Source: an optimization exercise on an open RTL-to-GDS flow (aim: small area, a short achievable clock period and few clock cycles per item). Production flows keep margins and buffers that such runs may drop.
The RTL was checked by simulation tests, not by an equivalence proof against the original design.

==> module biriscv_divider, before the edit <==
module biriscv_divider
(
     input           clk_i
    ,input           rst_i
    ,input           opcode_valid_i
    ,input  [ 31:0]  opcode_opcode_i
    ,input  [ 31:0]  opcode_pc_i
    ,input           opcode_invalid_i
    ,input  [  4:0]  opcode_rd_idx_i
    ,input  [  4:0]  opcode_ra_idx_i
    ,input  [  4:0]  opcode_rb_idx_i
    ,input  [ 31:0]  opcode_ra_operand_i
    ,input  [ 31:0]  opcode_rb_operand_i
    ,output          writeback_valid_o
    ,output [ 31:0]  writeback_value_o
);
function low_mask32;
    input [31:0] x;
    begin
        low_mask32 = ~|(x[31:1] & ~x[30:0]);
    end
endfunction
wire div_rem_inst_w = ((opcode_opcode_i & 32'hfe00707f)  == 32'h2004033)  ||
                      ((opcode_opcode_i & 32'hfe00707f) == 32'h2005033) ||
                      ((opcode_opcode_i & 32'hfe00707f)  == 32'h2006033)  ||
                      ((opcode_opcode_i & 32'hfe00707f) == 32'h2007033);
wire start_w  = opcode_valid_i & div_rem_inst_w;
wire signed_w = ~opcode_opcode_i[12];    
wire div_w    = ~opcode_opcode_i[13];    
wire [31:0] a_w = opcode_ra_operand_i;
wire [31:0] b_w = opcode_rb_operand_i;
wire a_neg_w  = signed_w & a_w[31];
wire b_neg_w  = signed_w & b_w[31];
wire [31:0] a_abs_w = a_neg_w ? -a_w : a_w;
wire [31:0] a_inv_w = a_w ^ {32{a_neg_w}};
wire [31:0] b_inv_w = b_w ^ {32{b_neg_w}};
wire [5:0]  za_w;
wire [5:0]  zb_w;
biriscv_divider_clz u_clz_a (.x_i(a_inv_w), .z_o(za_w));
biriscv_divider_clz u_clz_b (.x_i(b_inv_w), .z_o(zb_w));
wire        pa_w    = a_neg_w & low_mask32(a_inv_w);
wire        pb_w    = b_neg_w & low_mask32(b_inv_w);
wire        b_zero_w = zb_w[5] & ~b_neg_w;
wire [5:0]  za_x_w   = za_w - {5'b0, pa_w};
wire [5:0]  zb_x_w   = zb_w - {5'b0, pb_w};
wire [6:0]  shift_w  = {1'b0, zb_x_w} - {1'b0, za_x_w};
wire        no_q_w   = shift_w[6] | b_zero_w;
wire [4:0]  sh_w     = {shift_w[4:1], 1'b1};
wire [64:0] e_sh_w   = {1'b1, ~b_inv_w, {32{~b_neg_w}}} << sh_w;
wire [32:0] e_init_w = e_sh_w[64:32];
reg        busy_q;
reg        valid_q;
reg [3:0]  cnt_q;
reg        div_q;       
reg        neg_q;       
reg [31:0] r_q;         
reg [32:0] e_q;         
reg        c_q;         
reg [31:0] q_q;         
wire [33:0] sub1_w  = {2'b0, r_q} + {1'b1, e_q} + {33'b0, c_q};
wire        q1_w    = ~sub1_w[33];
wire [31:0] r1_w    = q1_w ? sub1_w[31:0] : r_q;
wire [32:0] e1_w    = {1'b1, e_q[32:1]};
wire [33:0] sub2_w  = {2'b0, r1_w} + {1'b1, e1_w} + {33'b0, c_q};
wire        q2_w    = ~sub2_w[33];
wire [31:0] r2_w    = q2_w ? sub2_w[31:0] : r1_w;
always @(posedge clk_i or posedge rst_i)
if (rst_i)
begin
    busy_q  <= 1'b0;
    valid_q <= 1'b0;
    cnt_q   <= 4'b0;
end
else if (busy_q)
begin
    cnt_q   <= cnt_q - 4'd1;
    if (cnt_q == 4'd0)
    begin
        valid_q <= 1'b1;
        busy_q  <= 1'b0;
    end
    else
        valid_q <= 1'b0;
end
else
begin
    cnt_q   <= sh_w[4:1];
    valid_q <= start_w & no_q_w;
    busy_q  <= start_w & ~no_q_w;
end
always @(posedge clk_i)
if (busy_q)
begin
    r_q <= r2_w;
    e_q <= {2'b11, e_q[32:2]};
    q_q <= {q_q[29:0], q1_w, q2_w};
end
else
begin
    r_q   <= a_abs_w;
    e_q   <= e_init_w;
    c_q   <= ~b_neg_w;
    q_q   <= {32{b_zero_w}};
    div_q <= div_w;
    neg_q <= div_w ? (a_neg_w ^ b_neg_w) & ~b_zero_w : a_neg_w;
end
wire [31:0] res_w = div_q ? q_q : r_q;
assign writeback_valid_o = valid_q;
assign writeback_value_o = neg_q ? -res_w : res_w;
endmodule
==> flow/config.mk <==
export PLATFORM = sky130hd
export DESIGN_NAME = biriscv_divider
export DESIGN_NICKNAME = biriscv_divider
export VERILOG_FILES = /design/flow/design.v
export SDC_FILE = /design/flow/constraint.sdc
export NUM_CORES = 8
export LEC_CHECK = 0
export CAP_MARGIN = 20
export CORE_MARGIN = 2
export CORE_UTILIZATION = 40
export SETUP_SLACK_MARGIN = 1.5
export SLEW_MARGIN = 20
==> flow/constraint.sdc <==
create_clock -name core_clock -period 7.0 [get_ports {clk_i}]
set_input_delay 1.4000 -clock core_clock [delete_from_list [all_inputs] [get_ports {clk_i}]]
set_output_delay 1.4000 -clock core_clock [all_outputs]
set_load 0.01 [all_outputs]
standard.sh (not shown) runs the stock make flow with config.mk's settings and CLKGATE_MAP_FILE= SYNTH_SCRIPT=/design/flow/synth_recipe.tcl, a recipe that flattens the netlist after the stock synthesis.
==> flow/flow/run.sh <==
#!/bin/bash
# Standard layout, with plain buffers (buf_1) on the ports instead of the
# default delay cells; repair resizes them where timing needs it.
set -euo pipefail
export BUFFER_PORTS_ARGS="-buffer_cell sky130_fd_sc_hd__buf_1"
bash standard.sh > standard.log 2>&1
The baseline completed without violations.
Testbench counts at the start, summed over its fixed seeds: cycles 19,588, ops 4,800.
==> next run, changes <==
--- a/flow/design.v
+++ b/flow/design.v
@@ -13,14 +13,8 @@
     ,input  [ 31:0]  opcode_rb_operand_i
     ,output          writeback_valid_o
     ,output [ 31:0]  writeback_value_o
 );
-function low_mask32;
-    input [31:0] x;
-    begin
-        low_mask32 = ~|(x[31:1] & ~x[30:0]);
-    end
-endfunction
 wire div_rem_inst_w = ((opcode_opcode_i & 32'hfe00707f)  == 32'h2004033)  ||
                       ((opcode_opcode_i & 32'hfe00707f) == 32'h2005033) ||
                       ((opcode_opcode_i & 32'hfe00707f)  == 32'h2006033)  ||
                       ((opcode_opcode_i & 32'hfe00707f) == 32'h2007033);
@@ -37,33 +31,33 @@
 wire [5:0]  za_w;
 wire [5:0]  zb_w;
 biriscv_divider_clz u_clz_a (.x_i(a_inv_w), .z_o(za_w));
 biriscv_divider_clz u_clz_b (.x_i(b_inv_w), .z_o(zb_w));
-wire        pa_w    = a_neg_w & low_mask32(a_inv_w);
-wire        pb_w    = b_neg_w & low_mask32(b_inv_w);
 wire        b_zero_w = zb_w[5] & ~b_neg_w;
-wire [5:0]  za_x_w   = za_w - {5'b0, pa_w};
-wire [5:0]  zb_x_w   = zb_w - {5'b0, pb_w};
+wire [5:0]  za_x_w   = za_w - {5'b0, a_neg_w};
+wire [5:0]  zb_x_w   = {zb_w[5] & ~b_neg_w, zb_w[4:0] | {5{zb_w[5]}}};
 wire [6:0]  shift_w  = {1'b0, zb_x_w} - {1'b0, za_x_w};
 wire        no_q_w   = shift_w[6] | b_zero_w;
 wire [4:0]  sh_w     = {shift_w[4:1], 1'b1};
-wire [64:0] e_sh_w   = {1'b1, ~b_inv_w, {32{~b_neg_w}}} << sh_w;
-wire [32:0] e_init_w = e_sh_w[64:32];
+wire [65:0] e_sh_w   = {2'b11, ~b_inv_w, {32{~b_neg_w}}} << sh_w;
+wire [33:0] e_init_w = e_sh_w[65:32];
 reg        busy_q;
 reg        valid_q;
 reg [3:0]  cnt_q;
 reg        div_q;       
 reg        neg_q;       
 reg [31:0] r_q;         
-reg [32:0] e_q;         
+reg [33:0] e_q;         
 reg        c_q;         
 reg [31:0] q_q;         
-wire [33:0] sub1_w  = {2'b0, r_q} + {1'b1, e_q} + {33'b0, c_q};
-wire        q1_w    = ~sub1_w[33];
+wire [35:0] sum1_w  = {3'b0, r_q, 1'b1} + {1'b1, e_q, c_q};
+wire [34:0] sub1_w  = sum1_w[35:1];
+wire        q1_w    = ~sub1_w[34];
 wire [31:0] r1_w    = q1_w ? sub1_w[31:0] : r_q;
-wire [32:0] e1_w    = {1'b1, e_q[32:1]};
-wire [33:0] sub2_w  = {2'b0, r1_w} + {1'b1, e1_w} + {33'b0, c_q};
-wire        q2_w    = ~sub2_w[33];
+wire [33:0] e1_w    = {1'b1, e_q[33:1]};
+wire [35:0] sum2_w  = {3'b0, r1_w, 1'b1} + {1'b1, e1_w, c_q};
+wire [34:0] sub2_w  = sum2_w[35:1];
+wire        q2_w    = ~sub2_w[34];
 wire [31:0] r2_w    = q2_w ? sub2_w[31:0] : r1_w;
 always @(posedge clk_i or posedge rst_i)
 if (rst_i)
 begin
@@ -90,24 +84,26 @@
 end
 always @(posedge clk_i)
 if (busy_q)
 begin
-    r_q <= r2_w;
-    e_q <= {2'b11, e_q[32:2]};
+    if (div_q && cnt_q == 4'd0)
+        r_q <= {q_q[29:0], q1_w, q2_w};
+    else
+        r_q <= r2_w;
+    e_q <= {2'b11, e_q[33:2]};
     q_q <= {q_q[29:0], q1_w, q2_w};
 end
 else
 begin
-    r_q   <= a_abs_w;
+    r_q   <= (div_w & no_q_w) ? {32{b_zero_w}} : a_abs_w;
     e_q   <= e_init_w;
     c_q   <= ~b_neg_w;
-    q_q   <= {32{b_zero_w}};
+    q_q   <= 32'b0;
     div_q <= div_w;
     neg_q <= div_w ? (a_neg_w ^ b_neg_w) & ~b_zero_w : a_neg_w;
 end
-wire [31:0] res_w = div_q ? q_q : r_q;
 assign writeback_valid_o = valid_q;
-assign writeback_value_o = neg_q ? -res_w : res_w;
+assign writeback_value_o = neg_q ? -r_q : r_q;
 endmodule
 module biriscv_divider_clz
 (
      input  [31:0] x_i
Effect:
- worst setup slack loses 0.019 ns
- non-clock buffer count shrinks by 8
- cell area went down by 8.9%
- die area is lower by 9.7%
- register-to-register slack barely changes
- routed wire length decreases by 10%
- global-route usage is higher by 0.53 points
Testbench counts after the change, summed over its fixed seeds: cycles 19,868, ops 4,800.

afterwards: timing with drivers on the ports:
How much do the figures lean on ideal ports? The routed layouts below were timed once more, with nothing changed but the port constraints. Step 1 sets driving cells, clkbuf_16 on the clock port and buf_2 on the other inputs (assumed; they add their load-dependent delay and slew). Step 2 times the ports against the registers' clock, not the clock port: input delays grow and output delays shrink by t, the midpoint of the rising clock arrivals with the driver on. Three values: ideal ports, drivers, drivers and shift; two values: the first two.
run	t (ns)	setup WS [ns]	worst setup path after step 2	clock arrival spread, ns	slew at the worst register clock pin (ns)
the first run	0.403	1.491 / 1.516 / 1.113	input to register	0.007 / 0.007	0.07 / 0.07
the second run	0.393	1.471 / 1.485 / 1.093	input to register	0.011 / 0.011	0.08 / 0.08
After both steps every run listed still meets setup and hold.
